What follows belongs to an exercise in optimizing a design on an open flow for small area, a short achievable clock period and few clock cycles per item; a production flow would make more cautious choices.
In this exercise RTL edits were held to simulation tests only and were not proved equivalent to the original.
No activity file was given, so power comes from the tool's default toggle rates.

<file path="design/flow/design.v">
module csa #(
    parameter W = 16
) (
    input  logic [W-1:0] i_x,
    input  logic [W-1:0] i_y,
    input  logic [W-1:0] i_z,
    output logic [W-1:0] o_s,
    output logic [W-1:0] o_c
);
logic [W-1:0] maj;
assign o_s = i_x ^ i_y ^ i_z;
assign maj = (i_x & i_y) | (i_x & i_z) | (i_y & i_z);
assign o_c = {maj[W-2:0], 1'b0};
endmodule
module padd #(
    parameter W = 16
) (
    input  logic [W-1:0] i_a,
    input  logic [W-1:0] i_b,
    input  logic i_ci,
    output logic [W-1:0] o_s
);
localparam L = (W <= 2) ? 1 : (W <= 4) ? 2 : (W <= 8) ? 3 : (W <= 16) ? 4 : (W <= 32) ? 5 : 6;
logic [L:0][W-1:0] g, p;
logic [W-1:0] c;
always_comb begin
    g[0] = i_a & i_b;
    p[0] = i_a ^ i_b;
    g[0][0] = (i_a[0] & i_b[0]) | ((i_a[0] ^ i_b[0]) & i_ci);
    for (int l = 0; l < L; l++) begin
        for (int i = 0; i < W; i++) begin
            if ((i >> l) & 1) begin
                g[l+1][i] = g[l][i] | (p[l][i] & g[l][((i >> l) << l) - 1]);
                p[l+1][i] = p[l][i] & p[l][((i >> l) << l) - 1];
            end
            else begin
                g[l+1][i] = g[l][i];
                p[l+1][i] = p[l][i];
            end
        end
    end
    c[0] = i_ci;
    for (int i = 1; i < W; i++) c[i] = g[L][i-1];
    o_s = p[0] ^ c;
end
endmodule
module sum3 #(
    parameter W = 16
) (
    input  logic [W-1:0] i_x0,
    input  logic [W-1:0] i_x1,
    input  logic [W-1:0] i_x2,
    output logic [W-1:0] o_sum
);
logic [W-1:0] s0, c0;
csa #(.W(W)) u0 (.i_x(i_x0), .i_y(i_x1), .i_z(i_x2), .o_s(s0), .o_c(c0));
padd #(.W(W)) fin (.i_a(s0), .i_b(c0), .i_ci(1'b0), .o_s(o_sum));
endmodule
module sum4 #(
    parameter W = 16
) (
    input  logic [W-1:0] i_x0,
    input  logic [W-1:0] i_x1,
    input  logic [W-1:0] i_x2,
    input  logic [W-1:0] i_x3,
    output logic [W-1:0] o_sum
);
logic [W-1:0] s0, c0;
csa #(.W(W)) u0 (.i_x(i_x0), .i_y(i_x1), .i_z(i_x2), .o_s(s0), .o_c(c0));
logic [W-1:0] s1, c1;
csa #(.W(W)) u1 (.i_x(i_x3), .i_y(s0), .i_z(c0), .o_s(s1), .o_c(c1));
padd #(.W(W)) fin (.i_a(s1), .i_b(c1), .i_ci(1'b0), .o_s(o_sum));
endmodule
module sum5 #(
    parameter W = 16
) (
    input  logic [W-1:0] i_x0,
    input  logic [W-1:0] i_x1,
    input  logic [W-1:0] i_x2,
    input  logic [W-1:0] i_x3,
    input  logic [W-1:0] i_x4,
    output logic [W-1:0] o_sum
);
logic [W-1:0] s0, c0;
csa #(.W(W)) u0 (.i_x(i_x0), .i_y(i_x1), .i_z(i_x2), .o_s(s0), .o_c(c0));
logic [W-1:0] s1, c1;
csa #(.W(W)) u1 (.i_x(i_x3), .i_y(i_x4), .i_z(s0), .o_s(s1), .o_c(c1));
logic [W-1:0] s2, c2;
csa #(.W(W)) u2 (.i_x(c0), .i_y(s1), .i_z(c1), .o_s(s2), .o_c(c2));
padd #(.W(W)) fin (.i_a(s2), .i_b(c2), .i_ci(1'b0), .o_s(o_sum));
endmodule
module sum6 #(
    parameter W = 16
) (
    input  logic [W-1:0] i_x0,
    input  logic [W-1:0] i_x1,
    input  logic [W-1:0] i_x2,
    input  logic [W-1:0] i_x3,
    input  logic [W-1:0] i_x4,
    input  logic [W-1:0] i_x5,
    output logic [W-1:0] o_sum
);
logic [W-1:0] s0, c0;
csa #(.W(W)) u0 (.i_x(i_x0), .i_y(i_x1), .i_z(i_x2), .o_s(s0), .o_c(c0));
logic [W-1:0] s1, c1;
csa #(.W(W)) u1 (.i_x(i_x3), .i_y(i_x4), .i_z(i_x5), .o_s(s1), .o_c(c1));
logic [W-1:0] s2, c2;
csa #(.W(W)) u2 (.i_x(s0), .i_y(c0), .i_z(s1), .o_s(s2), .o_c(c2));
logic [W-1:0] s3, c3;
csa #(.W(W)) u3 (.i_x(c1), .i_y(s2), .i_z(c2), .o_s(s3), .o_c(c3));
padd #(.W(W)) fin (.i_a(s3), .i_b(c3), .i_ci(1'b0), .o_s(o_sum));
endmodule
module sum7 #(
    parameter W = 16
) (
    input  logic [W-1:0] i_x0,
    input  logic [W-1:0] i_x1,
    input  logic [W-1:0] i_x2,
    input  logic [W-1:0] i_x3,
    input  logic [W-1:0] i_x4,
    input  logic [W-1:0] i_x5,
    input  logic [W-1:0] i_x6,
    output logic [W-1:0] o_sum
);
logic [W-1:0] s0, c0;
csa #(.W(W)) u0 (.i_x(i_x0), .i_y(i_x1), .i_z(i_x2), .o_s(s0), .o_c(c0));
logic [W-1:0] s1, c1;
csa #(.W(W)) u1 (.i_x(i_x3), .i_y(i_x4), .i_z(i_x5), .o_s(s1), .o_c(c1));
logic [W-1:0] s2, c2;
csa #(.W(W)) u2 (.i_x(i_x6), .i_y(s0), .i_z(c0), .o_s(s2), .o_c(c2));
logic [W-1:0] s3, c3;
csa #(.W(W)) u3 (.i_x(s1), .i_y(c1), .i_z(s2), .o_s(s3), .o_c(c3));
logic [W-1:0] s4, c4;
csa #(.W(W)) u4 (.i_x(c2), .i_y(s3), .i_z(c3), .o_s(s4), .o_c(c4));
padd #(.W(W)) fin (.i_a(s4), .i_b(c4), .i_ci(1'b0), .o_s(o_sum));
endmodule
module cs5 #(
    parameter W = 16
) (
    input  logic [W-1:0] i_x0,
    input  logic [W-1:0] i_x1,
    input  logic [W-1:0] i_x2,
    input  logic [W-1:0] i_x3,
    input  logic [W-1:0] i_x4,
    output logic [W-1:0] o_s,
    output logic [W-1:0] o_c
);
logic [W-1:0] s0, c0;
csa #(.W(W)) u0 (.i_x(i_x0), .i_y(i_x1), .i_z(i_x2), .o_s(s0), .o_c(c0));
logic [W-1:0] s1, c1;
csa #(.W(W)) u1 (.i_x(i_x3), .i_y(i_x4), .i_z(s0), .o_s(s1), .o_c(c1));
logic [W-1:0] s2, c2;
csa #(.W(W)) u2 (.i_x(c0), .i_y(s1), .i_z(c1), .o_s(s2), .o_c(c2));
assign o_s = s2;
assign o_c = c2;
endmodule
module cs6 #(
    parameter W = 16
) (
    input  logic [W-1:0] i_x0,
    input  logic [W-1:0] i_x1,
    input  logic [W-1:0] i_x2,
    input  logic [W-1:0] i_x3,
    input  logic [W-1:0] i_x4,
    input  logic [W-1:0] i_x5,
    output logic [W-1:0] o_s,
    output logic [W-1:0] o_c
);
logic [W-1:0] s0, c0;
csa #(.W(W)) u0 (.i_x(i_x0), .i_y(i_x1), .i_z(i_x2), .o_s(s0), .o_c(c0));
logic [W-1:0] s1, c1;
csa #(.W(W)) u1 (.i_x(i_x3), .i_y(i_x4), .i_z(i_x5), .o_s(s1), .o_c(c1));
logic [W-1:0] s2, c2;
csa #(.W(W)) u2 (.i_x(s0), .i_y(c0), .i_z(s1), .o_s(s2), .o_c(c2));
logic [W-1:0] s3, c3;
csa #(.W(W)) u3 (.i_x(c1), .i_y(s2), .i_z(c2), .o_s(s3), .o_c(c3));
assign o_s = s3;
assign o_c = c3;
endmodule
module cs7 #(
    parameter W = 16
) (
    input  logic [W-1:0] i_x0,
    input  logic [W-1:0] i_x1,
    input  logic [W-1:0] i_x2,
    input  logic [W-1:0] i_x3,
    input  logic [W-1:0] i_x4,
    input  logic [W-1:0] i_x5,
    input  logic [W-1:0] i_x6,
    output logic [W-1:0] o_s,
    output logic [W-1:0] o_c
);
logic [W-1:0] s0, c0;
csa #(.W(W)) u0 (.i_x(i_x0), .i_y(i_x1), .i_z(i_x2), .o_s(s0), .o_c(c0));
logic [W-1:0] s1, c1;
csa #(.W(W)) u1 (.i_x(i_x3), .i_y(i_x4), .i_z(i_x5), .o_s(s1), .o_c(c1));
logic [W-1:0] s2, c2;
csa #(.W(W)) u2 (.i_x(i_x6), .i_y(s0), .i_z(c0), .o_s(s2), .o_c(c2));
logic [W-1:0] s3, c3;
csa #(.W(W)) u3 (.i_x(s1), .i_y(c1), .i_z(s2), .o_s(s3), .o_c(c3));
logic [W-1:0] s4, c4;
csa #(.W(W)) u4 (.i_x(c2), .i_y(s3), .i_z(c3), .o_s(s4), .o_c(c4));
assign o_s = s4;
assign o_c = c4;
endmodule
module cs9 #(
    parameter W = 16
) (
    input  logic [W-1:0] i_x0,
    input  logic [W-1:0] i_x1,
    input  logic [W-1:0] i_x2,
    input  logic [W-1:0] i_x3,
    input  logic [W-1:0] i_x4,
    input  logic [W-1:0] i_x5,
    input  logic [W-1:0] i_x6,
    input  logic [W-1:0] i_x7,
    input  logic [W-1:0] i_x8,
    output logic [W-1:0] o_s,
    output logic [W-1:0] o_c
);
logic [W-1:0] s0, c0;
csa #(.W(W)) u0 (.i_x(i_x0), .i_y(i_x1), .i_z(i_x2), .o_s(s0), .o_c(c0));
logic [W-1:0] s1, c1;
csa #(.W(W)) u1 (.i_x(i_x3), .i_y(i_x4), .i_z(i_x5), .o_s(s1), .o_c(c1));
logic [W-1:0] s2, c2;
csa #(.W(W)) u2 (.i_x(i_x6), .i_y(i_x7), .i_z(i_x8), .o_s(s2), .o_c(c2));
logic [W-1:0] s3, c3;
csa #(.W(W)) u3 (.i_x(s0), .i_y(c0), .i_z(s1), .o_s(s3), .o_c(c3));
logic [W-1:0] s4, c4;
csa #(.W(W)) u4 (.i_x(c1), .i_y(s2), .i_z(c2), .o_s(s4), .o_c(c4));
logic [W-1:0] s5, c5;
csa #(.W(W)) u5 (.i_x(s3), .i_y(c3), .i_z(s4), .o_s(s5), .o_c(c5));
logic [W-1:0] s6, c6;
csa #(.W(W)) u6 (.i_x(c4), .i_y(s5), .i_z(c5), .o_s(s6), .o_c(c6));
assign o_s = s6;
assign o_c = c6;
endmodule
module cmul_k23170 (
    input  logic signed [15:0] i_a,
    output logic [15:0] o_h1,
    output logic [15:0] o_h2,
    output logic o_cl
);
wire signed [31:0] A = i_a;
logic [31:0] ps, pc;
logic [15:0] lo;
cs7 #(.W(32)) t (.i_x0(32'(A) << 1), .i_x1(32'(A) << 7), .i_x2(32'(A) << 9), .i_x3(~(32'(A) << 11)), .i_x4(~(32'(A) << 13)), .i_x5(32'(A) << 15), .i_x6(32'd16386), .o_s(ps), .o_c(pc));
padd #(.W(16)) low (.i_a({1'b0, ps[14:0]}), .i_b({1'b0, pc[14:0]}), .i_ci(1'b0), .o_s(lo));
assign o_h1 = ps[30:15];
assign o_h2 = pc[30:15];
assign o_cl = lo[15];
endmodule
module cmul_k30274 (
    input  logic signed [15:0] i_a,
    output logic [15:0] o_h1,
    output logic [15:0] o_h2,
    output logic o_cl
);
wire signed [31:0] A = i_a;
logic [31:0] ps, pc;
logic [15:0] lo;
cs6 #(.W(32)) t (.i_x0(32'(A) << 1), .i_x1(32'(A) << 6), .i_x2(~(32'(A) << 9)), .i_x3(~(32'(A) << 11)), .i_x4(32'(A) << 15), .i_x5(32'd16386), .o_s(ps), .o_c(pc));
padd #(.W(16)) low (.i_a({1'b0, ps[14:0]}), .i_b({1'b0, pc[14:0]}), .i_ci(1'b0), .o_s(lo));
assign o_h1 = ps[30:15];
assign o_h2 = pc[30:15];
assign o_cl = lo[15];
endmodule
module cmul_k12540 (
    input  logic signed [15:0] i_a,
    output logic [15:0] o_h1,
    output logic [15:0] o_h2,
    output logic o_cl
);
wire signed [31:0] A = i_a;
logic [31:0] ps, pc;
logic [15:0] lo;
cs5 #(.W(32)) t (.i_x0(~(32'(A) << 2)), .i_x1(32'(A) << 8), .i_x2(~(32'(A) << 12)), .i_x3(32'(A) << 14), .i_x4(32'd16386), .o_s(ps), .o_c(pc));
padd #(.W(16)) low (.i_a({1'b0, ps[14:0]}), .i_b({1'b0, pc[14:0]}), .i_ci(1'b0), .o_s(lo));
assign o_h1 = ps[30:15];
assign o_h2 = pc[30:15];
assign o_cl = lo[15];
endmodule
module twiddle_lut (
    input  logic [3:0] i_idx,
    output logic signed [15:0] o_c,
    output logic signed [15:0] o_d
);
always_comb begin
    case (i_idx)
        4'd0: begin o_c = 16'h7fff; o_d = 16'h0000; end
        4'd1: begin o_c = 16'h7d8a; o_d = 16'he707; end
        4'd2: begin o_c = 16'h7642; o_d = 16'hcf04; end
        4'd3: begin o_c = 16'h6a6e; o_d = 16'hb8e3; end
        4'd4: begin o_c = 16'h5a82; o_d = 16'ha57e; end
        4'd5: begin o_c = 16'h471d; o_d = 16'h9592; end
        4'd6: begin o_c = 16'h30fc; o_d = 16'h89be; end
        4'd7: begin o_c = 16'h18f9; o_d = 16'h8276; end
        4'd8: begin o_c = 16'h0000; o_d = 16'h8000; end
        4'd9: begin o_c = 16'he707; o_d = 16'h8276; end
        4'd10: begin o_c = 16'hcf04; o_d = 16'h89be; end
        4'd11: begin o_c = 16'hb8e3; o_d = 16'h9592; end
        4'd12: begin o_c = 16'ha57e; o_d = 16'ha57e; end
        4'd13: begin o_c = 16'h9592; o_d = 16'hb8e3; end
        4'd14: begin o_c = 16'h89be; o_d = 16'hcf04; end
        4'd15: begin o_c = 16'h8276; o_d = 16'he707; end
        default: begin o_c = 16'h0000; o_d = 16'h0000; end
    endcase
end
endmodule
module delay_line #(
    parameter N = 1
) (
    input  logic i_clk,
    input  logic i_en,
    input  logic [31:0] i_data,
    output logic [31:0] o_data
);
logic [31:0] r [0:N-1];
always_ff @(posedge i_clk) begin
    if (i_en) begin
        r[0] <= i_data;
        for (int i = 1; i < N; i++) r[i] <= r[i-1];
    end
end
assign o_data = r[N-1];
endmodule
module sdf_stage #(
    parameter D = 1
) (
    input  logic i_clk,
    input  logic i_en,
    input  logic i_second,
    input  logic [31:0] i_x,
    input  logic [3:0] i_kt,
    input  logic [3:0] i_kb,
    output logic [31:0] o_next,
    output logic [31:0] o_out
);
logic [31:0] head, top, btm, fin;
delay_line #(.N(D)) fifo (
    .i_clk(i_clk),
    .i_en(i_en),
    .i_data(fin),
    .o_data(head)
);
bfly bf (
    .i_e(head),
    .i_m(i_x),
    .i_kt(i_kt),
    .i_kb(i_kb),
    .o_top(top),
    .o_btm(btm)
);
assign fin = i_second ? btm : i_x;
assign o_next = i_second ? top : head;
always_ff @(posedge i_clk) begin
    if (i_en) o_out <= o_next;
end
endmodule
module booth_cs (
    input  logic i_clk,
    input  logic i_en,
    input  logic signed [15:0] i_a,
    input  logic [23:0] i_enc,
    output logic [30:0] o_s,
    output logic [30:0] o_c
);
logic [30:0] p [0:7];
logic [30:0] n;
logic [30:0] s, c;
always_comb begin
    n = '0;
    for (int i = 0; i < 8; i++) begin
        logic [16:0] sel;
        logic [16:0] pp;
        logic neg, one, two;
        {neg, one, two} = i_enc[3*i +: 3];
        sel = one ? {i_a[15], i_a} : (two ? {i_a, 1'b0} : 17'd0);
        pp = neg ? ~sel : sel;
        p[i] = 31'({~pp[16], pp[15:0]}) << (2*i);
        n[2*i] = neg;
    end
end
cs9 #(.W(31)) t (.i_x0(p[0]), .i_x1(p[1]), .i_x2(p[2]), .i_x3(p[3]), .i_x4(p[4]),
                 .i_x5(p[5]), .i_x6(p[6]), .i_x7(p[7]), .i_x8(n), .o_s(s), .o_c(c));
always_ff @(posedge i_clk) begin
    if (i_en) begin
        o_s <= s;
        o_c <= c;
    end
end
endmodule
module booth_enc (
    input  logic [15:0] i_c,
    output logic [23:0] o_enc
);
logic [16:0] cc;
always_comb begin
    cc = {i_c, 1'b0};
    for (int i = 0; i < 8; i++) begin
        logic [2:0] bb;
        bb = cc[2*i +: 3];
        o_enc[3*i +: 3] = {bb[2], bb[1] ^ bb[0], (bb == 3'b011) || (bb == 3'b100)};
    end
end
endmodule
module bfly (
    input  logic [31:0] i_e,
    input  logic [31:0] i_m,
    input  logic [3:0] i_kt,
    input  logic [3:0] i_kb,
    output logic [31:0] o_top,
    output logic [31:0] o_btm
);
logic [15:0] sr, si, dr, di, srs, src, sis, sic, drs, drc, dis, dic;
csa #(.W(16)) csr (.i_x(i_e[31:16]), .i_y(i_m[31:16]),  .i_z({14'd0, i_kt[3:2]}), .o_s(srs), .o_c(src));
csa #(.W(16)) csi (.i_x(i_e[15:0]),  .i_y(i_m[15:0]),   .i_z({14'd0, i_kt[1:0]}), .o_s(sis), .o_c(sic));
csa #(.W(16)) cdr (.i_x(i_e[31:16]), .i_y(~i_m[31:16]), .i_z({14'd0, i_kb[3:2]}), .o_s(drs), .o_c(drc));
csa #(.W(16)) cdi (.i_x(i_e[15:0]),  .i_y(~i_m[15:0]),  .i_z({14'd0, i_kb[1:0]}), .o_s(dis), .o_c(dic));
padd #(.W(16)) asr (.i_a(srs), .i_b(src), .i_ci(1'b0), .o_s(sr));
padd #(.W(16)) asi (.i_a(sis), .i_b(sic), .i_ci(1'b0), .o_s(si));
padd #(.W(16)) adr (.i_a(drs), .i_b(drc), .i_ci(1'b0), .o_s(dr));
padd #(.W(16)) adi (.i_a(dis), .i_b(dic), .i_ci(1'b0), .o_s(di));
assign o_top = {sr[15], sr[15:1], si[15], si[15:1]};
assign o_btm = {dr[15], dr[15:1], di[15], di[15:1]};
endmodule
module fw0u (
    input  logic [15:0] i_a,
    output logic [15:0] o_y
);
logic dec, inc;
assign dec = !i_a[15] && i_a[14] && (i_a[13:0] != 14'd0);
assign inc = i_a[15] && (!i_a[14] || (i_a[13:0] == 14'd0));
padd #(.W(16)) a (.i_a(i_a), .i_b({16{dec}}), .i_ci(inc), .o_s(o_y));
endmodule
module neg16 (
    input  logic [15:0] i_a,
    output logic [15:0] o_y
);
padd #(.W(16)) a (.i_a(~i_a), .i_b(16'd0), .i_ci(1'b1), .o_s(o_y));
endmodule
module sum4b (
    input  logic [15:0] i_x0,
    input  logic [15:0] i_x1,
    input  logic [15:0] i_x2,
    input  logic [15:0] i_x3,
    input  logic [3:0] i_k,
    input  logic i_b1,
    input  logic i_b2,
    output logic [15:0] o_sum
);
logic [15:0] s0, c0, s1, c1, s2, c2;
csa #(.W(16)) u0 (.i_x(i_x0), .i_y(i_x1), .i_z(i_x2), .o_s(s0), .o_c(c0));
csa #(.W(16)) u1 (.i_x(i_x3), .i_y({{12{i_k[3]}}, i_k}), .i_z(s0), .o_s(s1), .o_c(c1));
csa #(.W(16)) u2 (.i_x({c0[15:1], i_b2}), .i_y(c1), .i_z(s1), .o_s(s2), .o_c(c2));
padd #(.W(16)) fin (.i_a(s2), .i_b(c2), .i_ci(i_b1), .o_s(o_sum));
endmodule
module bitx #(
    parameter I = 1,
    parameter J = 0
) (
    input  logic i_clk,
    input  logic i_en,
    input  logic i_sel,
    input  logic [31:0] i_x,
    output logic [31:0] o_y
);
localparam N = (1 << I) - (1 << J);
logic sel;
logic [31:0] dl_out, dl_in;
assign sel = i_sel;
assign dl_in = sel ? dl_out : i_x;
assign o_y = sel ? i_x : dl_out;
delay_line #(.N(N)) dl (
    .i_clk(i_clk),
    .i_en(i_en),
    .i_data(dl_in),
    .o_data(dl_out)
);
endmodule
module out_perm (
    input  logic i_clk,
    input  logic i_en,
    input  logic [3:0] i_sel,
    input  logic [31:0] i_x,
    output logic [31:0] o_y
);
logic [31:0] y1, y2, y3;
bitx #(.I(1), .J(0)) x1 (.i_clk(i_clk), .i_en(i_en), .i_sel(i_sel[0]), .i_x(i_x), .o_y(y1));
bitx #(.I(2), .J(1)) x2 (.i_clk(i_clk), .i_en(i_en), .i_sel(i_sel[1]), .i_x(y1),  .o_y(y2));
bitx #(.I(3), .J(2)) x3 (.i_clk(i_clk), .i_en(i_en), .i_sel(i_sel[2]), .i_x(y2),  .o_y(y3));
bitx #(.I(4), .J(3)) x4 (.i_clk(i_clk), .i_en(i_en), .i_sel(i_sel[3]), .i_x(y3),  .o_y(o_y));
endmodule
module control #(
    parameter LAT = 58
) (
    input  logic i_clk,
    input  logic i_rst,
    input  logic i_in_valid,
    output logic o_in_ready,
    output logic o_adv,
    output logic [4:0] o_cnt,
    output logic [4:0] o_cnt_next,
    output logic o_out_valid
);
logic v_r;        
logic bmode;      
logic f_cur;      
logic f_1, f_2;   
logic start;
logic v_n, bmode_n, f_cur_n, f_1_n, f_2_n, start_n, ready_n;
assign start = (o_cnt == 5'd0) && !v_r && !bmode && (f_1 || f_2);
assign o_cnt_next = o_cnt + {4'd0, o_adv};
always_comb begin
    v_n = i_in_valid && o_in_ready;
    bmode_n = bmode;
    f_cur_n = f_cur;
    f_1_n = f_1;
    f_2_n = f_2;
    if (o_adv) begin
        if (o_cnt == 5'd0) f_cur_n = v_r;
        if (o_cnt == 5'd31) begin
            f_1_n = f_cur;
            f_2_n = f_1;
            bmode_n = 1'b0;
        end
        else if (start) begin
            bmode_n = 1'b1;
        end
    end
    start_n = (o_cnt_next == 5'd0) && !v_n && !bmode_n && (f_1_n || f_2_n);
    ready_n = !bmode_n && !start_n;
end
always_ff @(posedge i_clk) begin
    if (i_rst) begin
        v_r <= 1'b0;
        bmode <= 1'b0;
        o_cnt <= '0;
        f_cur <= 1'b0;
        f_1 <= 1'b0;
        f_2 <= 1'b0;
        o_out_valid <= 1'b0;
        o_in_ready <= 1'b1;
        o_adv <= 1'b0;
    end
    else begin
        v_r <= v_n;
        bmode <= bmode_n;
        o_cnt <= o_cnt_next;
        f_cur <= f_cur_n;
        f_1 <= f_1_n;
        f_2 <= f_2_n;
        o_in_ready <= ready_n;
        o_adv <= v_n || bmode_n || start_n;
        o_out_valid <= o_adv && ((o_cnt >= 5'(LAT - 32)) ? f_1 : f_2);
    end
end
endmodule
module fft_engine (
    input i_clk,
    input i_rst,
    input i_in_valid,
    output o_in_ready,
    input signed [15:0] i_in_re,
    input signed [15:0] i_in_im,
    output o_out_valid,
    output signed [15:0] o_out_re,
    output signed [15:0] o_out_im
);
function automatic logic w0dec(input logic [15:0] a);
    w0dec = !a[15] && a[14] && (a[13:0] != 14'd0);
endfunction
function automatic logic w0inc(input logic [15:0] a);
    w0inc = a[15] && (!a[14] || (a[13:0] == 14'd0));
endfunction
localparam LAT = 58;
logic adv;
logic [4:0] cnt, cnt_next;
control #(.LAT(LAT)) ctl (
    .i_clk(i_clk),
    .i_rst(i_rst),
    .i_in_valid(i_in_valid),
    .o_in_ready(o_in_ready),
    .o_adv(adv),
    .o_cnt(cnt),
    .o_cnt_next(cnt_next),
    .o_out_valid(o_out_valid)
);
logic [4:0] i1a, i1b, i2a, i2, i3a, i3, i4, ip1, ip2, ip3, ip4;
assign i1a = cnt_next - 5'd17;    
assign i1b = cnt_next - 5'd18;    
assign i2a = cnt_next - 5'd27;    
assign i2  = cnt_next - 5'd29;    
assign i3a = cnt_next - 5'd2;     
assign i3  = cnt_next - 5'd4;     
assign i4  = cnt_next - 5'd6;     
assign ip1 = cnt_next - 5'd11;    
assign ip2 = cnt_next - 5'd12;
assign ip3 = cnt_next - 5'd14;
assign ip4 = cnt_next - 5'd18;
logic d0_sec, d1_sec, d1_g, d1b_sec, d2_sec, d2b_sec, d3_sec, d3b_sec;
logic [1:0] d2_g;
logic [2:0] d3_g;
logic [4:0] j4;
logic [3:0] dp_sel;
always_ff @(posedge i_clk) begin
    d0_sec <= cnt_next[4];
    d1_sec <= i1a[3];
    d1_g <= i1a[4];
    d1b_sec <= i1b[3];
    d2_sec <= i2a[2];
    d2_g <= i2a[4:3];
    d2b_sec <= i2[2];
    d3_sec <= i3a[1];
    d3_g <= i3a[4:2];
    d3b_sec <= i3[1];
    j4 <= i4;
    dp_sel <= {ip4[4] & ~ip4[3], ip3[3] & ~ip3[2], ip2[2] & ~ip2[1], ip1[1] & ~ip1[0]};
end
logic [31:0] data_r, out0;
logic [3:0] d0_kt, d0_kb;
always_ff @(posedge i_clk) begin
    data_r <= {i_in_re, i_in_im};
    if (cnt_next[4]) begin
        d0_kt <= {2'd1 + {1'b0, w0inc(i_in_re)} - {1'b0, w0dec(i_in_re)},
                  2'd1 + {1'b0, w0inc(i_in_im)} - {1'b0, w0dec(i_in_im)}};
        d0_kb <= {2'd2 - {1'b0, w0inc(i_in_re)} + {1'b0, w0dec(i_in_re)},
                  2'd2 - {1'b0, w0inc(i_in_im)} + {1'b0, w0dec(i_in_im)}};
    end
    else begin
        d0_kt <= 4'b0101;
        d0_kb <= 4'b1010;
    end
end
sdf_stage #(.D(16)) st0 (.i_clk(i_clk), .i_en(adv), .i_second(d0_sec), .i_x(data_r),
                         .i_kt(d0_kt), .i_kb(d0_kb), .o_next(), .o_out(out0));
logic [31:0] x1, x1r, out1;
logic [3:0] x1_kt, x1_kb, x1_ktr, x1_kbr;
always_comb begin
    x1_kt = 4'b0101;
    x1_kb = 4'b1010;
    if (!d1_sec) x1 = out0;
    else if (!d1_g) begin
        x1 = out0;
        x1_kt = {2'd1 + {1'b0, w0inc(out0[31:16])} - {1'b0, w0dec(out0[31:16])},
                 2'd1 + {1'b0, w0inc(out0[15:0])} - {1'b0, w0dec(out0[15:0])}};
        x1_kb = {2'd2 - {1'b0, w0inc(out0[31:16])} + {1'b0, w0dec(out0[31:16])},
                 2'd2 - {1'b0, w0inc(out0[15:0])} + {1'b0, w0dec(out0[15:0])}};
    end
    else begin
        x1 = {out0[15:0], ~out0[31:16]};
        x1_kt = 4'b0110;
        x1_kb = 4'b1001;
    end
end
always_ff @(posedge i_clk) begin
    if (adv) begin
        x1r <= x1;
        x1_ktr <= x1_kt;
        x1_kbr <= x1_kb;
    end
end
sdf_stage #(.D(8)) st1 (.i_clk(i_clk), .i_en(adv), .i_second(d1b_sec), .i_x(x1r),
                        .i_kt(x1_ktr), .i_kb(x1_kbr), .o_next(), .o_out(out1));
logic [15:0] a2, b2, ka1, ka2, kb1, kb2;
logic kacl, kbcl;
logic ea2, eb2;
assign a2 = out1[31:16];
assign b2 = out1[15:0];
assign ea2 = (a2[13:0] == 14'h2000);
assign eb2 = (b2[13:0] == 14'h2000);
cmul_k23170 m2a (.i_a(a2), .o_h1(ka1), .o_h2(ka2), .o_cl(kacl));
cmul_k23170 m2b (.i_a(b2), .o_h1(kb1), .o_h2(kb2), .o_cl(kbcl));
logic [15:0] r2o1, r2o2, r2o3, r2o4, i2o1, i2o2, i2o3, i2o4;
logic [3:0] s2_cr, s2_ci;
logic r2b1, r2b2, i2b1, i2b2;
always_ff @(posedge i_clk) begin
    if (adv) begin
        r2o2 <= 16'd0; r2o3 <= 16'd0; r2o4 <= 16'd0; r2b1 <= 1'b0; r2b2 <= 1'b0; s2_cr <= 4'd0;
        i2o2 <= 16'd0; i2o3 <= 16'd0; i2o4 <= 16'd0; i2b1 <= 1'b0; i2b2 <= 1'b0; s2_ci <= 4'd0;
        r2o1 <= a2;
        i2o1 <= b2;
        if (d2_sec) begin
            case (d2_g)
                2'd0: begin
                    r2o2 <= {16{w0dec(a2)}}; r2b1 <= w0inc(a2);
                    i2o2 <= {16{w0dec(b2)}}; i2b1 <= w0inc(b2);
                end
                2'd1: begin
                    r2o1 <= b2;
                    i2o1 <= ~a2; i2b1 <= 1'b1;
                end
                2'd2: begin
                    r2o1 <= ka1;  r2o2 <= ka2;  r2o3 <= kb1; r2o4 <= kb2;
                    r2b1 <= kacl; r2b2 <= kbcl; s2_cr <= 4'd0 - {3'd0, eb2};
                    i2o1 <= ~ka1; i2o2 <= ~ka2; i2o3 <= kb1; i2o4 <= kb2;
                    i2b1 <= !kacl; i2b2 <= kbcl; s2_ci <= 4'd1 + {3'd0, ea2};
                end
                default: begin
                    r2o1 <= ~ka1; r2o2 <= ~ka2; r2o3 <= kb1; r2o4 <= kb2;
                    r2b1 <= !kacl; r2b2 <= kbcl; s2_cr <= 4'd1 + {3'd0, ea2} - {3'd0, eb2};
                    i2o1 <= ~ka1; i2o2 <= ~ka2; i2o3 <= ~kb1; i2o4 <= ~kb2;
                    i2b1 <= !kacl; i2b2 <= !kbcl; s2_ci <= 4'd2 + {3'd0, ea2} + {3'd0, eb2};
                end
            endcase
        end
    end
end
logic [15:0] x2re, x2im;
sum4b a2re (.i_x0(r2o1), .i_x1(r2o2), .i_x2(r2o3), .i_x3(r2o4), .i_k(s2_cr), .i_b1(r2b1), .i_b2(r2b2), .o_sum(x2re));
sum4b a2im (.i_x0(i2o1), .i_x1(i2o2), .i_x2(i2o3), .i_x3(i2o4), .i_k(s2_ci), .i_b1(i2b1), .i_b2(i2b2), .o_sum(x2im));
logic [31:0] x2r, out2;
always_ff @(posedge i_clk) if (adv) x2r <= {x2re, x2im};
sdf_stage #(.D(4)) st2 (.i_clk(i_clk), .i_en(adv), .i_second(d2b_sec), .i_x(x2r),
                        .i_kt(4'b0101), .i_kb(4'b1010), .o_next(), .o_out(out2));
logic [15:0] a3, b3;
logic [15:0] A1h1, A1h2, A2h1, A2h2, AKh1, AKh2, B1h1, B1h2, B2h1, B2h2, BKh1, BKh2;
logic A1c, A2c, AKc, B1c, B2c, BKc;
logic eA1, eA2, eB1, eB2;
assign a3 = out2[31:16];
assign b3 = out2[15:0];
assign eA1 = (a3[13:0] == 14'h2000);
assign eB1 = (b3[13:0] == 14'h2000);
assign eA2 = (a3[12:0] == 13'h1000);
assign eB2 = (b3[12:0] == 13'h1000);
cmul_k30274 m3a1 (.i_a(a3), .o_h1(A1h1), .o_h2(A1h2), .o_cl(A1c));
cmul_k12540 m3a2 (.i_a(a3), .o_h1(A2h1), .o_h2(A2h2), .o_cl(A2c));
cmul_k23170 m3ak (.i_a(a3), .o_h1(AKh1), .o_h2(AKh2), .o_cl(AKc));
cmul_k30274 m3b1 (.i_a(b3), .o_h1(B1h1), .o_h2(B1h2), .o_cl(B1c));
cmul_k12540 m3b2 (.i_a(b3), .o_h1(B2h1), .o_h2(B2h2), .o_cl(B2c));
cmul_k23170 m3bk (.i_a(b3), .o_h1(BKh1), .o_h2(BKh2), .o_cl(BKc));
logic [15:0] p_ac1, p_ac2, p_ad1, p_ad2, p_bc1, p_bc2, p_bd1, p_bd2;
logic p_acc, p_adc, p_bcc, p_bdc, p_eac, p_ead, p_ebc, p_ebd, n3n_c, n3n_d;
always_comb begin
    p_ac1 = a3; p_ac2 = 16'd0; p_acc = 1'b0;
    p_ad1 = 16'd0; p_ad2 = 16'd0; p_adc = 1'b0;
    p_bc1 = b3; p_bc2 = 16'd0; p_bcc = 1'b0;
    p_bd1 = 16'd0; p_bd2 = 16'd0; p_bdc = 1'b0;
    p_eac = 1'b0; p_ead = 1'b0; p_ebc = 1'b0; p_ebd = 1'b0;
    n3n_c = 1'b0; n3n_d = 1'b0;
    if (d3_sec) begin
        case (d3_g)
            3'd0: begin  
                p_ac2 = {16{w0dec(a3)}}; p_acc = w0inc(a3);
                p_bc2 = {16{w0dec(b3)}}; p_bcc = w0inc(b3);
            end
            3'd1: begin  
                p_ac1 = 16'd0; p_ad1 = a3; p_bc1 = 16'd0; p_bd1 = b3;
                n3n_d = 1'b1;
            end
            3'd2, 3'd3: begin  
                p_ac1 = AKh1; p_ac2 = AKh2; p_acc = AKc;
                p_ad1 = AKh1; p_ad2 = AKh2; p_adc = AKc;
                p_bc1 = BKh1; p_bc2 = BKh2; p_bcc = BKc;
                p_bd1 = BKh1; p_bd2 = BKh2; p_bdc = BKc;
                p_eac = eA1; p_ead = eA1; p_ebc = eB1; p_ebd = eB1;
                n3n_c = d3_g[0]; n3n_d = 1'b1;
            end
            3'd4, 3'd7: begin  
                p_ac1 = A1h1; p_ac2 = A1h2; p_acc = A1c;
                p_ad1 = A2h1; p_ad2 = A2h2; p_adc = A2c;
                p_bc1 = B1h1; p_bc2 = B1h2; p_bcc = B1c;
                p_bd1 = B2h1; p_bd2 = B2h2; p_bdc = B2c;
                p_eac = eA1; p_ead = eA2; p_ebc = eB1; p_ebd = eB2;
                n3n_c = d3_g[0]; n3n_d = 1'b1;
            end
            default: begin  
                p_ac1 = A2h1; p_ac2 = A2h2; p_acc = A2c;
                p_ad1 = A1h1; p_ad2 = A1h2; p_adc = A1c;
                p_bc1 = B2h1; p_bc2 = B2h2; p_bcc = B2c;
                p_bd1 = B1h1; p_bd2 = B1h2; p_bdc = B1c;
                p_eac = eA2; p_ead = eA1; p_ebc = eB2; p_ebd = eB1;
                n3n_c = d3_g[0]; n3n_d = 1'b1;
            end
        endcase
    end
end
logic [15:0] q_r1, q_r2, q_r3, q_r4, q_i1, q_i2, q_i3, q_i4;
logic q_rb1, q_rb2, q_ib1, q_ib2;
logic [3:0] k3r4, k3i4;
always_ff @(posedge i_clk) begin
    if (adv) begin
        q_r1 <= n3n_c ? ~p_ac1 : p_ac1;
        q_r2 <= n3n_c ? ~p_ac2 : p_ac2;
        q_rb1 <= p_acc ^ n3n_c;
        q_r3 <= n3n_d ? p_bd1 : ~p_bd1;
        q_r4 <= n3n_d ? p_bd2 : ~p_bd2;
        q_rb2 <= p_bdc ^ !n3n_d;
        k3r4 <= (n3n_c ? 4'd1 + {3'd0, p_eac} : 4'd0) + (n3n_d ? 4'd0 - {3'd0, p_ebd} : 4'd1);
        q_i1 <= n3n_d ? ~p_ad1 : p_ad1;
        q_i2 <= n3n_d ? ~p_ad2 : p_ad2;
        q_ib1 <= p_adc ^ n3n_d;
        q_i3 <= n3n_c ? ~p_bc1 : p_bc1;
        q_i4 <= n3n_c ? ~p_bc2 : p_bc2;
        q_ib2 <= p_bcc ^ n3n_c;
        k3i4 <= (n3n_d ? 4'd1 + {3'd0, p_ead} : 4'd0) + (n3n_c ? 4'd1 + {3'd0, p_ebc} : 4'd0);
    end
end
logic [15:0] x3re, x3im;
sum4b a3re (.i_x0(q_r1), .i_x1(q_r2), .i_x2(q_r3), .i_x3(q_r4), .i_k(k3r4), .i_b1(q_rb1), .i_b2(q_rb2), .o_sum(x3re));
sum4b a3im (.i_x0(q_i1), .i_x1(q_i2), .i_x2(q_i3), .i_x3(q_i4), .i_k(k3i4), .i_b1(q_ib1), .i_b2(q_ib2), .o_sum(x3im));
logic [31:0] x3r;
always_ff @(posedge i_clk) if (adv) x3r <= {x3re, x3im};
logic [31:0] n3;
sdf_stage #(.D(2)) st3 (.i_clk(i_clk), .i_en(adv), .i_second(d3b_sec), .i_x(x3r),
                        .i_kt(4'b0101), .i_kb(4'b1010), .o_next(n3), .o_out());
localparam logic [30:0] CK = 31'(32'd16384 - (32'h10000 * 32'h5555));
localparam logic [30:0] CKN = 31'(32'h8001 - (32'd16384 - (32'h10000 * 32'h5555)));
logic [4:0] j4g;
logic [15:0] tw_c, tw_d;
logic [31:0] h4, e4, e4b, e4c, m4, b4;
logic [15:0] T1, T3;
logic [23:0] coef_r, enc_c, enc_d;
logic pA, pB;
logic [31:0] top4, btm4, x4;
logic [30:0] sa, ca, sb, cb, pa, pb, smr, smi;
assign j4g = j4[0] ? j4 : (j4 - 5'd1);
twiddle_lut lut4 (.i_idx({j4g[1], j4g[2], j4g[3], j4g[4]}), .o_c(tw_c), .o_d(tw_d));
booth_enc bec (.i_c(tw_c), .o_enc(enc_c));
booth_enc bed (.i_c(tw_d), .o_enc(enc_d));
booth_cs mul4a (.i_clk(i_clk), .i_en(adv), .i_a(h4[31:16]), .i_enc(coef_r), .o_s(sa), .o_c(ca));
booth_cs mul4b (.i_clk(i_clk), .i_en(adv), .i_a(h4[15:0]),  .i_enc(coef_r), .o_s(sb), .o_c(cb));
sum3 #(.W(31)) pta (.i_x0(sa), .i_x1(ca), .i_x2(CK), .o_sum(pa));
sum3 #(.W(31)) ptb (.i_x0(sb), .i_x1(cb), .i_x2(CK), .o_sum(pb));
sum4 #(.W(31)) pmr (.i_x0({T1, 15'd0}), .i_x1(~sb), .i_x2(~cb), .i_x3(CKN), .o_sum(smr));
sum4 #(.W(31)) pmi (.i_x0({T3, 15'd0}), .i_x1(sa), .i_x2(ca), .i_x3(CK), .o_sum(smi));
bfly bf4 (.i_e(e4c), .i_m(m4), .i_kt(4'b0101), .i_kb(4'b1010), .o_top(top4), .o_btm(btm4));
always_ff @(posedge i_clk) begin
    if (adv) begin
        coef_r <= j4[0] ? enc_c : enc_d;
        pA <= j4[0];
        pB <= pA;
        if (j4[0]) begin
            h4 <= n3;
            b4 <= btm4;
        end
        else begin
            e4 <= n3;
            e4b <= e4;
            e4c <= e4b;
        end
        if (pB) begin
            T1 <= pa[30:15];
            T3 <= pb[30:15];
        end
        else begin
            m4 <= {smr[30:15], smi[30:15]};
        end
    end
end
assign x4 = j4[0] ? top4 : b4;
logic [31:0] y;
out_perm perm (.i_clk(i_clk), .i_en(adv), .i_sel(dp_sel), .i_x(x4), .o_y(y));
logic [31:0] out_r;
always_ff @(posedge i_clk) out_r <= y;
assign o_out_re = out_r[31:16];
assign o_out_im = out_r[15:0];
endmodule
</file>
<file path="design/flow/config.mk">
export PLATFORM = sky130hd
export DESIGN_NAME = fft_engine
export DESIGN_NICKNAME = fft_engine
export VERILOG_FILES = /design/flow/design.v
export SDC_FILE = /design/flow/constraint.sdc
export NUM_CORES = 4
export LEC_CHECK = 0
export CAP_MARGIN = 20
export CORE_MARGIN = 2
export CORE_UTILIZATION = 40
export SETUP_SLACK_MARGIN = 5
export SLEW_MARGIN = 20
</file>
<file path="design/flow/run.sh">
#!/bin/bash
# synth_recipe.tcl (not shown) runs the flow's synth.tcl, then flattens the netlist and writes it again
# the make line also repeats each setting of config.mk as NAME=value (left out here)
make -C /OpenROAD-flow-scripts/flow DESIGN_CONFIG=/design/flow/config.mk WORK_HOME=/design/flow/orfs CLKGATE_MAP_FILE= SYNTH_SCRIPT=/design/flow/synth_recipe.tcl finish
</file>
<file path="design/flow/constraint.sdc">
create_clock -name core_clock -period 9.0 [get_ports {i_clk}]
set_input_delay 1.8000 -clock core_clock [delete_from_list [all_inputs] [get_ports {i_clk}]]
set_output_delay 1.8000 -clock core_clock [all_outputs]
set_load 0.01 [all_outputs]
</file>
==> results_dict.tcl, run 1 <==
set metrics [dict create \
    synth-edff-count 2277 \
    drt_iter0_drc 5670 \
    timing.hold.ws_ns 0.380 \
    cts_tree "yes" \
    portBuffers 68 \
    fmax_mhz 220 \
    place.gp.congestion 0.889 \
    grt_max_degree 214 \
    ys_warn_count 23 \
    clockRootBuffer "clkbuf_16" \
    synth_top_area_share_pct 49.0 \
    drt-total-wl_um 329000 \
    yosys.area.top_type "edfxtp_1" \
    crit_path_start_kind "register" \
    overflow 0 \
    vias 82000 \
    vias_per_cell 5.10 \
    syn_inst 11100 \
    fill_cells 30800 \
    routedWlPerCell_um 20.4 \
    cp-end-kind "register" \
    power.density_nw_per_um2 332 \
    status "finished clean" \
    die-area_um2 354000 \
    peakVddDrop_v 0.000331 \
    grt_pass1_vias 85500 \
    finalSetupTns_ns 0 \
    setup_viol 0 \
    fin_nets 13600 \
    core-area_um2 347000 \
    finalCritPeriodShare_pct 50.5 \
    die_h_um 595 \
    syn-cell-area_um2 140000 \
    ys_seq_elements 2382 \
    cts_hold_buffers 0 \
    rows 216 \
    dp_cells 15400 \
    synth_top_flop_cell "edfxtp_1" \
    cts_buffer_depth 4 \
    arrival_ns 5.14 \
    worst_pin_slew_ns 1.15 \
    seq_area_um2 70500 \
    finalNonFillerCells 16100 \
    die_w_um 595 \
    antenna_found_initial 4 \
    dp_hpwl_um 232000 \
    leakage_nw 64.1 \
    criticalPathCategory "register to register" \
    synth_nets 13300 \
    hold_viol 0 \
    ant_nets 0 \
    dr.pass1.iters 6 \
    slew_headroom_pct 23.3 \
    worstPathRequired_ns 9.60 \
    numCtsBuffers 267 \
    clk_latency_ns 0.89 \
    ys_top_cells_by_area "edfxtp_1 (49%), ha_1 (13%), fa_1 (12%)" \
    finalPower_mw 52.1 \
    fin_worst_skew_ns 0.113 \
    final_common_cell "edfxtp_1" \
    grt_pass1_wl_um 505000 \
    worstHoldPathType "register to register" \
    clkSinkCount 2382 \
    maxSlewViolCount 0 \
    clkTransAtPathRegs_ns 0.06 \
    syn_avg_cell_area_um2 12.6 \
    syn_to_final_growth_pct 12.6 \
    min_period_ns 4.54 \
    cap_violations 0 \
    multi_input_area_um2 62500 \
    synth-seq-area-share_pct 50.5 \
    most-common-layout-cells "edfxtp_1 (2277), inv_1 (1544), ha_1 (1406)" \
    crit_path_max_fanout 2 \
    start_util_pct 40.2 \
    gr-usage-all-layers_pct 18.3 \
    synth_cell_types 91 \
    rsz0062_at_grt "true" \
    ys_async_sr_fraction_pct 0 \
    drive_gt1_share_pct 10.2 \
    ios 69 \
    drc_errors 0 \
    htree_levels 5 \
]
## registers in the layout (all words and copies together) (netlist names), 30 cells and up
name and cells:
st0.fifo.r 512, perm.x4.dl.r 256, st1.fifo.r 256, perm.x3.dl.r 128, st2.fifo.r 128, perm.x2.dl.r 64
st3.fifo.r 64, data_r 32, e4 32, e4b 32, e4c 32, h4 32
m4 32, out_r 32, st0.o_out 32, st1.o_out 32, st2.o_out 32, x1r 32
x2r 32, x3r 32, mul4b.o_s 31, b4 30, perm.x1.dl.r 30
## synth_stat cells (98+ instances only)
| cell | instances |
|---|---|
| xor2_1 | 209 |
| o21ai_0 | 578 |
| a22oi_1 | 135 |
| mux2_2 | 183 |
| a21oi_1 | 323 |
| nor2_1 | 525 |
| clkbuf_1 | 345 |
| ha_1 | 1420 |
| fa_1 | 810 |
| nor2b_1 | 101 |
| nand2_1 | 765 |
| inv_1 | 1599 |
| a21o_1 | 98 |
| xnor2_1 | 536 |
| dfxtp_1 | 105 |
| edfxtp_1 | 2277 |
## logic make-up after synthesis
kind of cell | after synthesis | synth area share [%]
xor gates and xnor gates | 746 | 4.69
DFF | 2382 | 50.5
and+or+nand+nor | 1801 | 5.68
buffers and inverters | 2007 | 5.40
adders and majority gates | 2234 | 24.4
muxes | 269 | 2.10
AOI/OAI and AO/OA | 1612 | 7.25
## area by class of cell
class	count	area share (%)
antenna	5	0.00797
inverter	1609	3.92
timing repair buffer	382	2.16
clock buffer	312	4.46
multi-input combinational	6662	39.8
sequential	2382	44.9
clock inverter	156	1.13
tap	4578	3.65
## per-layer routing
| metal | global-route usage (%) | vias up | share of wire, % |
|---|---|---|---|
| li1 | - | 38400 | - |
| met1 | 22.9 | 41000 | 41 |
| met4 | 7.12 | 0 | 4.1 |
| met3 | 2.06 | 614 | 4.3 |
| met2 | 32.4 | 1988 | 51 |
| met5 | 0 | - | 0 |
## report_power, final
part / leakage [nW] / internal, mW / switching (mW)
Combinational: 37.5 / 10.8 / 14.7
Sequential: 22.2 / 14.8 / 0.761
Clock: 4.30 / 6.50 / 4.48
## worst max-delay path, stage by stage, from the launching register on
cell and delay (ns):
edfxtp_1 0.39, fa_1 0.55, inv_1 0.06, fa_1 0.46
fa_1 0.53, inv_1 0.06, ha_1 0.28, nor2b_4 0.13
o21a_1 0.17, o21a_1 0.18, o21a_1 0.21, o41ai_4 0.30
o21ai_2 0.12, or4_4 0.45, a31oi_4 0.17, o21bai_1 0.09
xnor2_1 0.13
## worst paths after layout
check                                 from                            end  slack, ns  cells past startpoint
min reg2reg  perm.x3.dl.r[2][28]$_DFFE_PP_  perm.x3.dl.r[3][28]$_DFFE_PP_       0.38                      0
max                      q_r3[2]$_DFFE_PP_              x3r[31]$_DFFE_PP_       4.46                     16
min          perm.x3.dl.r[2][28]$_DFFE_PP_  perm.x3.dl.r[3][28]$_DFFE_PP_       0.38                      0
max reg2reg              q_r3[2]$_DFFE_PP_              x3r[31]$_DFFE_PP_       4.46                     16
## stage by stage
step	setup WS, ns	area (um2)	utilization [%]
finish	4.46	157000	45.3
detailed placement	3.75	146000	42.0
CTS	4.45	156000	45.0
global route	4.28	157000	45.3
global placement	3.79	146000	42.0
floorplan	-9.04	140000	-
## timing repair
item                       CTS  global route
setup buffers              133            63
resized for setup          102           144
setup endpoints to repair  215           127
gates cloned                 1             1
pin swaps                   41            80
Testbench counts, summed over its fixed seeds: cycles 6,624, frames 192.
==> run 2, diff against run 1 <==
--- a/design/flow/design.v
+++ b/design/flow/design.v
@@ -455,6 +455,19 @@
 csa #(.W(16)) u2 (.i_x({c0[15:1], i_b2}), .i_y(c1), .i_z(s1), .o_s(s2), .o_c(c2));
 padd #(.W(16)) fin (.i_a(s2), .i_b(c2), .i_ci(i_b1), .o_s(o_sum));
 endmodule
+module sum3b (
+    input  logic [15:0] i_x0,
+    input  logic [15:0] i_x1,
+    input  logic [15:0] i_x2,
+    input  logic [3:0] i_k,
+    input  logic i_b1,
+    output logic [15:0] o_sum
+);
+logic [15:0] s0, c0, s1, c1;
+csa #(.W(16)) u0 (.i_x(i_x0), .i_y(i_x1), .i_z(i_x2), .o_s(s0), .o_c(c0));
+csa #(.W(16)) u1 (.i_x({{12{i_k[3]}}, i_k}), .i_y(c0), .i_z(s0), .o_s(s1), .o_c(c1));
+padd #(.W(16)) fin (.i_a(s1), .i_b(c1), .i_ci(i_b1), .o_s(o_sum));
+endmodule
 module bitx #(
     parameter I = 1,
     parameter J = 0
@@ -672,43 +685,53 @@
 cmul_k23170 m2a (.i_a(a2), .o_h1(ka1), .o_h2(ka2), .o_cl(kacl));
 cmul_k23170 m2b (.i_a(b2), .o_h1(kb1), .o_h2(kb2), .o_cl(kbcl));
 logic [15:0] r2o1, r2o2, r2o3, r2o4, i2o1, i2o2, i2o3, i2o4;
-logic [3:0] s2_cr, s2_ci;
+logic [3:0] c2r, c2i;
 logic r2b1, r2b2, i2b1, i2b2;
+always_comb begin
+    r2o2 = 16'd0; r2o3 = 16'd0; r2o4 = 16'd0; r2b1 = 1'b0; r2b2 = 1'b0; c2r = 4'd0;
+    i2o2 = 16'd0; i2o3 = 16'd0; i2o4 = 16'd0; i2b1 = 1'b0; i2b2 = 1'b0; c2i = 4'd0;
+    r2o1 = a2;
+    i2o1 = b2;
+    if (d2_sec) begin
+        case (d2_g)
+            2'd0: begin
+                r2o2 = {16{w0dec(a2)}}; r2b1 = w0inc(a2);
+                i2o2 = {16{w0dec(b2)}}; i2b1 = w0inc(b2);
+            end
+            2'd1: begin
+                r2o1 = b2;
+                i2o1 = ~a2; i2b1 = 1'b1;
+            end
+            2'd2: begin
+                r2o1 = ka1;  r2o2 = ka2;  r2o3 = kb1; r2o4 = kb2;
+                r2b1 = kacl; r2b2 = kbcl; c2r = 4'd0 - {3'd0, eb2};
+                i2o1 = ~ka1; i2o2 = ~ka2; i2o3 = kb1; i2o4 = kb2;
+                i2b1 = !kacl; i2b2 = kbcl; c2i = 4'd1 + {3'd0, ea2};
+            end
+            default: begin
+                r2o1 = ~ka1; r2o2 = ~ka2; r2o3 = kb1; r2o4 = kb2;
+                r2b1 = !kacl; r2b2 = kbcl; c2r = 4'd1 + {3'd0, ea2} - {3'd0, eb2};
+                i2o1 = ~ka1; i2o2 = ~ka2; i2o3 = ~kb1; i2o4 = ~kb2;
+                i2b1 = !kacl; i2b2 = !kbcl; c2i = 4'd2 + {3'd0, ea2} + {3'd0, eb2};
+            end
+        endcase
+    end
+end
+logic [15:0] r2s, r2c, i2s, i2c;
+logic [15:0] z2rs, z2rc, z2r4, z2is, z2ic, z2i4;
+logic [3:0] s2_cr, s2_ci;
+logic z2rb, z2ib;
+csa #(.W(16)) c2ra (.i_x(r2o1), .i_y(r2o2), .i_z(r2o3), .o_s(r2s), .o_c(r2c));
+csa #(.W(16)) c2ia (.i_x(i2o1), .i_y(i2o2), .i_z(i2o3), .o_s(i2s), .o_c(i2c));
 always_ff @(posedge i_clk) begin
     if (adv) begin
-        r2o2 <= 16'd0; r2o3 <= 16'd0; r2o4 <= 16'd0; r2b1 <= 1'b0; r2b2 <= 1'b0; s2_cr <= 4'd0;
-        i2o2 <= 16'd0; i2o3 <= 16'd0; i2o4 <= 16'd0; i2b1 <= 1'b0; i2b2 <= 1'b0; s2_ci <= 4'd0;
-        r2o1 <= a2;
-        i2o1 <= b2;
-        if (d2_sec) begin
-            case (d2_g)
-                2'd0: begin
-                    r2o2 <= {16{w0dec(a2)}}; r2b1 <= w0inc(a2);
-                    i2o2 <= {16{w0dec(b2)}}; i2b1 <= w0inc(b2);
-                end
-                2'd1: begin
-                    r2o1 <= b2;
-                    i2o1 <= ~a2; i2b1 <= 1'b1;
-                end
-                2'd2: begin
-                    r2o1 <= ka1;  r2o2 <= ka2;  r2o3 <= kb1; r2o4 <= kb2;
-                    r2b1 <= kacl; r2b2 <= kbcl; s2_cr <= 4'd0 - {3'd0, eb2};
-                    i2o1 <= ~ka1; i2o2 <= ~ka2; i2o3 <= kb1; i2o4 <= kb2;
-                    i2b1 <= !kacl; i2b2 <= kbcl; s2_ci <= 4'd1 + {3'd0, ea2};
-                end
-                default: begin
-                    r2o1 <= ~ka1; r2o2 <= ~ka2; r2o3 <= kb1; r2o4 <= kb2;
-                    r2b1 <= !kacl; r2b2 <= kbcl; s2_cr <= 4'd1 + {3'd0, ea2} - {3'd0, eb2};
-                    i2o1 <= ~ka1; i2o2 <= ~ka2; i2o3 <= ~kb1; i2o4 <= ~kb2;
-                    i2b1 <= !kacl; i2b2 <= !kbcl; s2_ci <= 4'd2 + {3'd0, ea2} + {3'd0, eb2};
-                end
-            endcase
-        end
+        z2rs <= r2s; z2rc <= {r2c[15:1], r2b2}; z2r4 <= r2o4; z2rb <= r2b1; s2_cr <= c2r;
+        z2is <= i2s; z2ic <= {i2c[15:1], i2b2}; z2i4 <= i2o4; z2ib <= i2b1; s2_ci <= c2i;
     end
 end
 logic [15:0] x2re, x2im;
-sum4b a2re (.i_x0(r2o1), .i_x1(r2o2), .i_x2(r2o3), .i_x3(r2o4), .i_k(s2_cr), .i_b1(r2b1), .i_b2(r2b2), .o_sum(x2re));
-sum4b a2im (.i_x0(i2o1), .i_x1(i2o2), .i_x2(i2o3), .i_x3(i2o4), .i_k(s2_ci), .i_b1(i2b1), .i_b2(i2b2), .o_sum(x2im));
+sum3b a2re (.i_x0(z2rs), .i_x1(z2rc), .i_x2(z2r4), .i_k(s2_cr), .i_b1(z2rb), .o_sum(x2re));
+sum3b a2im (.i_x0(z2is), .i_x1(z2ic), .i_x2(z2i4), .i_k(s2_ci), .i_b1(z2ib), .o_sum(x2im));
 logic [31:0] x2r, out2;
 always_ff @(posedge i_clk) if (adv) x2r <= {x2re, x2im};
 sdf_stage #(.D(4)) st2 (.i_clk(i_clk), .i_en(adv), .i_second(d2b_sec), .i_x(x2r),
@@ -775,30 +798,39 @@
         endcase
     end
 end
-logic [15:0] q_r1, q_r2, q_r3, q_r4, q_i1, q_i2, q_i3, q_i4;
-logic q_rb1, q_rb2, q_ib1, q_ib2;
+logic [15:0] u_r1, u_r2, u_r3, u_r4, u_i1, u_i2, u_i3, u_i4;
+logic u_rb1, u_rb2, u_ib1, u_ib2;
+logic [15:0] u_rs, u_rc, u_is, u_ic;
+always_comb begin
+    u_r1 = n3n_c ? ~p_ac1 : p_ac1;
+    u_r2 = n3n_c ? ~p_ac2 : p_ac2;
+    u_rb1 = p_acc ^ n3n_c;
+    u_r3 = n3n_d ? p_bd1 : ~p_bd1;
+    u_r4 = n3n_d ? p_bd2 : ~p_bd2;
+    u_rb2 = p_bdc ^ !n3n_d;
+    u_i1 = n3n_d ? ~p_ad1 : p_ad1;
+    u_i2 = n3n_d ? ~p_ad2 : p_ad2;
+    u_ib1 = p_adc ^ n3n_d;
+    u_i3 = n3n_c ? ~p_bc1 : p_bc1;
+    u_i4 = n3n_c ? ~p_bc2 : p_bc2;
+    u_ib2 = p_bcc ^ n3n_c;
+end
+csa #(.W(16)) c3ra (.i_x(u_r1), .i_y(u_r2), .i_z(u_r3), .o_s(u_rs), .o_c(u_rc));
+csa #(.W(16)) c3ia (.i_x(u_i1), .i_y(u_i2), .i_z(u_i3), .o_s(u_is), .o_c(u_ic));
+logic [15:0] q_rs, q_rc, q_r4, q_is, q_ic, q_i4;
+logic q_rb1, q_ib1;
 logic [3:0] k3r4, k3i4;
 always_ff @(posedge i_clk) begin
     if (adv) begin
-        q_r1 <= n3n_c ? ~p_ac1 : p_ac1;
-        q_r2 <= n3n_c ? ~p_ac2 : p_ac2;
-        q_rb1 <= p_acc ^ n3n_c;
-        q_r3 <= n3n_d ? p_bd1 : ~p_bd1;
-        q_r4 <= n3n_d ? p_bd2 : ~p_bd2;
-        q_rb2 <= p_bdc ^ !n3n_d;
+        q_rs <= u_rs; q_rc <= {u_rc[15:1], u_rb2}; q_r4 <= u_r4; q_rb1 <= u_rb1;
+        q_is <= u_is; q_ic <= {u_ic[15:1], u_ib2}; q_i4 <= u_i4; q_ib1 <= u_ib1;
         k3r4 <= (n3n_c ? 4'd1 + {3'd0, p_eac} : 4'd0) + (n3n_d ? 4'd0 - {3'd0, p_ebd} : 4'd1);
-        q_i1 <= n3n_d ? ~p_ad1 : p_ad1;
-        q_i2 <= n3n_d ? ~p_ad2 : p_ad2;
-        q_ib1 <= p_adc ^ n3n_d;
-        q_i3 <= n3n_c ? ~p_bc1 : p_bc1;
-        q_i4 <= n3n_c ? ~p_bc2 : p_bc2;
-        q_ib2 <= p_bcc ^ n3n_c;
         k3i4 <= (n3n_d ? 4'd1 + {3'd0, p_ead} : 4'd0) + (n3n_c ? 4'd1 + {3'd0, p_ebc} : 4'd0);
     end
 end
 logic [15:0] x3re, x3im;
-sum4b a3re (.i_x0(q_r1), .i_x1(q_r2), .i_x2(q_r3), .i_x3(q_r4), .i_k(k3r4), .i_b1(q_rb1), .i_b2(q_rb2), .o_sum(x3re));
-sum4b a3im (.i_x0(q_i1), .i_x1(q_i2), .i_x2(q_i3), .i_x3(q_i4), .i_k(k3i4), .i_b1(q_ib1), .i_b2(q_ib2), .o_sum(x3im));
+sum3b a3re (.i_x0(q_rs), .i_x1(q_rc), .i_x2(q_r4), .i_k(k3r4), .i_b1(q_rb1), .o_sum(x3re));
+sum3b a3im (.i_x0(q_is), .i_x1(q_ic), .i_x2(q_i4), .i_k(k3i4), .i_b1(q_ib1), .o_sum(x3im));
 logic [31:0] x3r;
 always_ff @(posedge i_clk) if (adv) x3r <= {x3re, x3im};
 logic [31:0] n3;
--- a/design/flow/config.mk
+++ b/design/flow/config.mk
@@ -7,6 +7,7 @@
 export LEC_CHECK = 0
 export CAP_MARGIN = 20
 export CORE_MARGIN = 2
-export CORE_UTILIZATION = 40
+export CORE_UTILIZATION = 58
 export SETUP_SLACK_MARGIN = 5
 export SLEW_MARGIN = 20
+export TNS_END_PERCENT = 10
==> run 2 against run 1 <==
  * Still clean on timing, DRC and antenna
  * Synthesized cell count is 1.9% lower
  * Combinational power down 4%
  * Sequential power about the same
  * Fmax up 3.4%
  * Flip-flop and latch count down 68
  * Sequential share of layout area hardly changed
  * Register-to-register slack improved by 0.15 ns
  * Clock skew about the same
  * Critical endpoint is now q_ic[0]$_DFFE_PP_
  * Largest cell class unchanged
  * Largest power group unchanged
==> results_dict.tcl, run 2 <==
set metrics [dict create \
    status "finished clean" \
    syn_avg_cell_area_um2 12.7 \
    min_period_ns 4.39 \
    synth_nets 13100 \
    drc_errors 0 \
    htree_levels 4 \
    synth_top_flop_cell "edfxtp_1" \
    die-area_um2 241000 \
    syn_inst 10800 \
    gr-usage-all-layers_pct 26.8 \
    slowest_delay_ns 0.55 \
    finalCritPeriodShare_pct 48.8 \
    crit_path_start_kind "register" \
    synth_common_cells "edfxtp_1 (2209), inv_1 (1546), ha_1 (1424)" \
    dp_hpwl_um 228000 \
    drive_gt1_share_pct 10.0 \
    rsz0062_at_grt "true" \
    synth_top_area_share_pct 48.2 \
    ios 69 \
    fmax_mhz 228 \
    grt_max_degree 172 \
    power_frac_comb_pct 49.1 \
    synth.most_common_cell "edfxtp_1" \
    rows 178 \
    fin_nets 13300 \
    vias 81000 \
    ys_warn_count 23 \
    clkSinkCount 2314 \
    dr.pass1.iters 8 \
    p_switching_mw 19.4 \
    worstPathRequired_ns 9.55 \
    peakVddDrop_v 0.000554 \
    fin_worst_skew_ns 0.113 \
    synth_cell_types 81 \
    numCtsBuffers 234 \
    grt_pass1_vias 83300 \
    synth-edff-count 2209 \
    crit_path_max_fanout 4 \
    die_h_um 491 \
    p_sw_share_pct 39.0 \
    internal_power_mw 30.3 \
    synth-seq-area-share_pct 49.7 \
    pwr-share-seq_pct 30.9 \
    ys_async_sr_fraction_pct 0 \
    cts_hold_buffers 0 \
    dpl_cell_area_um2 142000 \
    most-common-layout-cells "edfxtp_1 (2209), inv_1 (1490), ha_1 (1408)" \
    design_area_um2 152000 \
    syn-cell-area_um2 138000 \
    arrival_ns 4.94 \
    hold_viol 0 \
    maxSlewViolCount 0 \
    worstHoldPathType "register to register" \
    leakage_nw 62.6 \
    final_common_cell "edfxtp_1" \
    core-area_um2 236000 \
    crit_chain "clkinvlp_4 -> fa_1 -> inv_1 -> ha_1 -> inv_1 -> fa_2 -> inv_2 -> fa_2 -> ha_2 -> a2111o_1 -> o21ai_1 -> o31ai_4 -> a31oi_1 -> o21ai_1 -> o211ai_1 -> xor2_1" \
    clkTransAtPathRegs_ns 0.07 \
    worst_pin_slew_ns 1.23 \
    drt-total-wl_um 324000 \
    yosys.area.top_type "edfxtp_1" \
    die_w_um 491 \
    slew_headroom_pct 16.8 \
    clockPowerShare_pct 20.0 \
    ys_top_cells_by_area "edfxtp_1 (48%), ha_1 (13%), fa_1 (12%)" \
    finalSetupTns_ns 0 \
    ant_nets 0 \
    overflow 0 \
    routedWlPerCell_um 22.5 \
    cap_violations 0 \
    ys_seq_elements 2314 \
    place.gp.congestion 0.912 \
    regMostFlops "st0.fifo.r" \
    clockRootBuffer "clkbuf_16" \
    syn_to_final_growth_pct 10.8 \
    cts_buffer_depth 3 \
    grt_pass1_wl_um 496000 \
    criticalPathCategory "register to register" \
    start_util_pct 58.4 \
    cts_tree "yes" \
    slowest_stage "fa_1" \
    setup_viol 0 \
    top_regs "st0.fifo.r (512), perm.x4.dl.r (256), st1.fifo.r (256)" \
    clk_latency_ns 0.93 \
    drt_iter0_drc 5840 \
    portBuffers 68 \
    largest_reg_flops 512 \
    antenna_found_initial 6 \
    power.density_nw_per_um2 326 \
    vias_per_cell 5.62 \
    cp-end-kind "register" \
]
[run 2: final timing paths]
check | from | to | slack [ns] | cells after the start
max | st2.o_out[5]$_DFFE_PP_ | q_ic[0]$_DFFE_PP_ | 4.61 | 16
min | perm.x3.dl.r[2][24]$_DFFE_PP_ | perm.x3.dl.r[3][24]$_DFFE_PP_ | 0.32 | 0
max reg2reg | st2.o_out[5]$_DFFE_PP_ | q_ic[0]$_DFFE_PP_ | 4.61 | 16
min reg2reg | perm.x3.dl.r[2][24]$_DFFE_PP_ | perm.x3.dl.r[3][24]$_DFFE_PP_ | 0.32 | 0
[run 2: logic make-up after synthesis]
logic type | after synthesis | synth area share [%]
flops | 2314 | 49.7
fa+ha+maj | 2239 | 24.8
buf+inv | 1945 | 5.31
compound gates | 1787 | 8.36
simple gates | 1542 | 4.99
xor+xnor | 738 | 4.70
mux | 271 | 2.12
[run 2: power by group through the flow]
stage | Sequential [mW] | Combinational (mW) | Clock [mW]
final | 15.3 | 24.4 | 9.96
after detailed placement | 15.6 | 23.3 | 0
after floorplan | 15.5 | 16.1 | 0
after global routing | 15.5 | 27.4 | 10.6
after global placement | 15.6 | 22.7 | 0
after CTS | 15.4 | 23.9 | 10.2
[run 2: what timing repair did]
item,in CTS,in global routing
endpoints found under the hold margin,0,0
resized for setup,188,86
setup endpoints to repair,265,379
setup buffers,112,47
pin swaps,85,38
cloned,1,2
[run 2: metrics by stage]
| step | std cells | worst slack (ns) | power [mW] | utilization [%] | hold slack (ns) |
|---|---|---|---|---|---|
| 2_1_floorplan | 10800 | -8.55 | 31.6 | - | 0.400 |
| 3_3_place_gp | 13800 | 3.42 | 38.3 | 60.3 | 0.400 |
| 3_5_place_dp | 13800 | 3.42 | 38.9 | 60.3 | 0.405 |
| 4_1_cts | 14400 | 4.55 | 49.5 | 64.3 | 0.318 |
| 5_1_grt | 14400 | 4.41 | 53.4 | 64.7 | 0.339 |
| 6_report | 14400 | 4.61 | 49.7 | 64.7 | 0.322 |
[run 2: layout make-up]
| type | instances | area [um2] |
|---|---|---|
| diodes | 6 | 15.0 |
| clock buffers | 283 | 6170 |
| clock inverters | 164 | 1840 |
| fillers | 17900 | 83200 |
| inverters | 1551 | 5930 |
| multi-input cells | 6577 | 62800 |
| flip-flops and latches | 2314 | 68500 |
| well taps | 3150 | 3940 |
| repair buffers | 362 | 3300 |
[run 2: per-layer routing]
metal | vias up | routed length (um) | track usage, %
li1 | 37900 | - | -
met1 | 40400 | 139000 | 36.0
met2 | 2118 | 156000 | 44.4
met3 | 627 | 15300 | 3.54
met4 | 2 | 14900 | 10.7
met5 | - | 13 | 0
[run 2: critical path: cells and delay by family (launching register included)]
kind,cells,cell delay (ns)
adder cells (fa/ha/maj),5,1.93
XOR/XNOR,1,0.10
flip-flops,1,0.43
AO/OA/AOI/OAI,6,1.25
buffers and inverters,4,0.32
Testbench counts of run 2, summed over its fixed seeds: cycles 6,624, frames 192.

==> static timing again, ports no longer ideal <==
The flow's constraints put no driver on any port. The routed layouts listed below were extracted and timed again, unchanged, in two steps.
Step 1 sets driving cells, clkbuf_16 on the clock port and buf_2 on the other inputs (assumed; they add their load-dependent delay and slew).
Step 2 moves the port delays by t, midway between the first and last clock arrival at a register: inputs arrive t later, outputs are due t later. That takes back most of the time a late clock gives input paths.
Three values: ideal ports, drivers, drivers and shift; two values: the first two.
run	t, ns	setup WS [ns]	worst hold slack (ns)	worst slew at a driven data input, ns	pins driven straight from the clock port
run 1	0.942	4.459 / 4.459 / 4.459	0.380 / 0.380 / 0.380	0.10	1
run 2	0.970	4.608 / 4.608 / 4.608	0.322 / 0.322 / 0.322	0.08	1
After both steps every run listed still meets setup and hold.
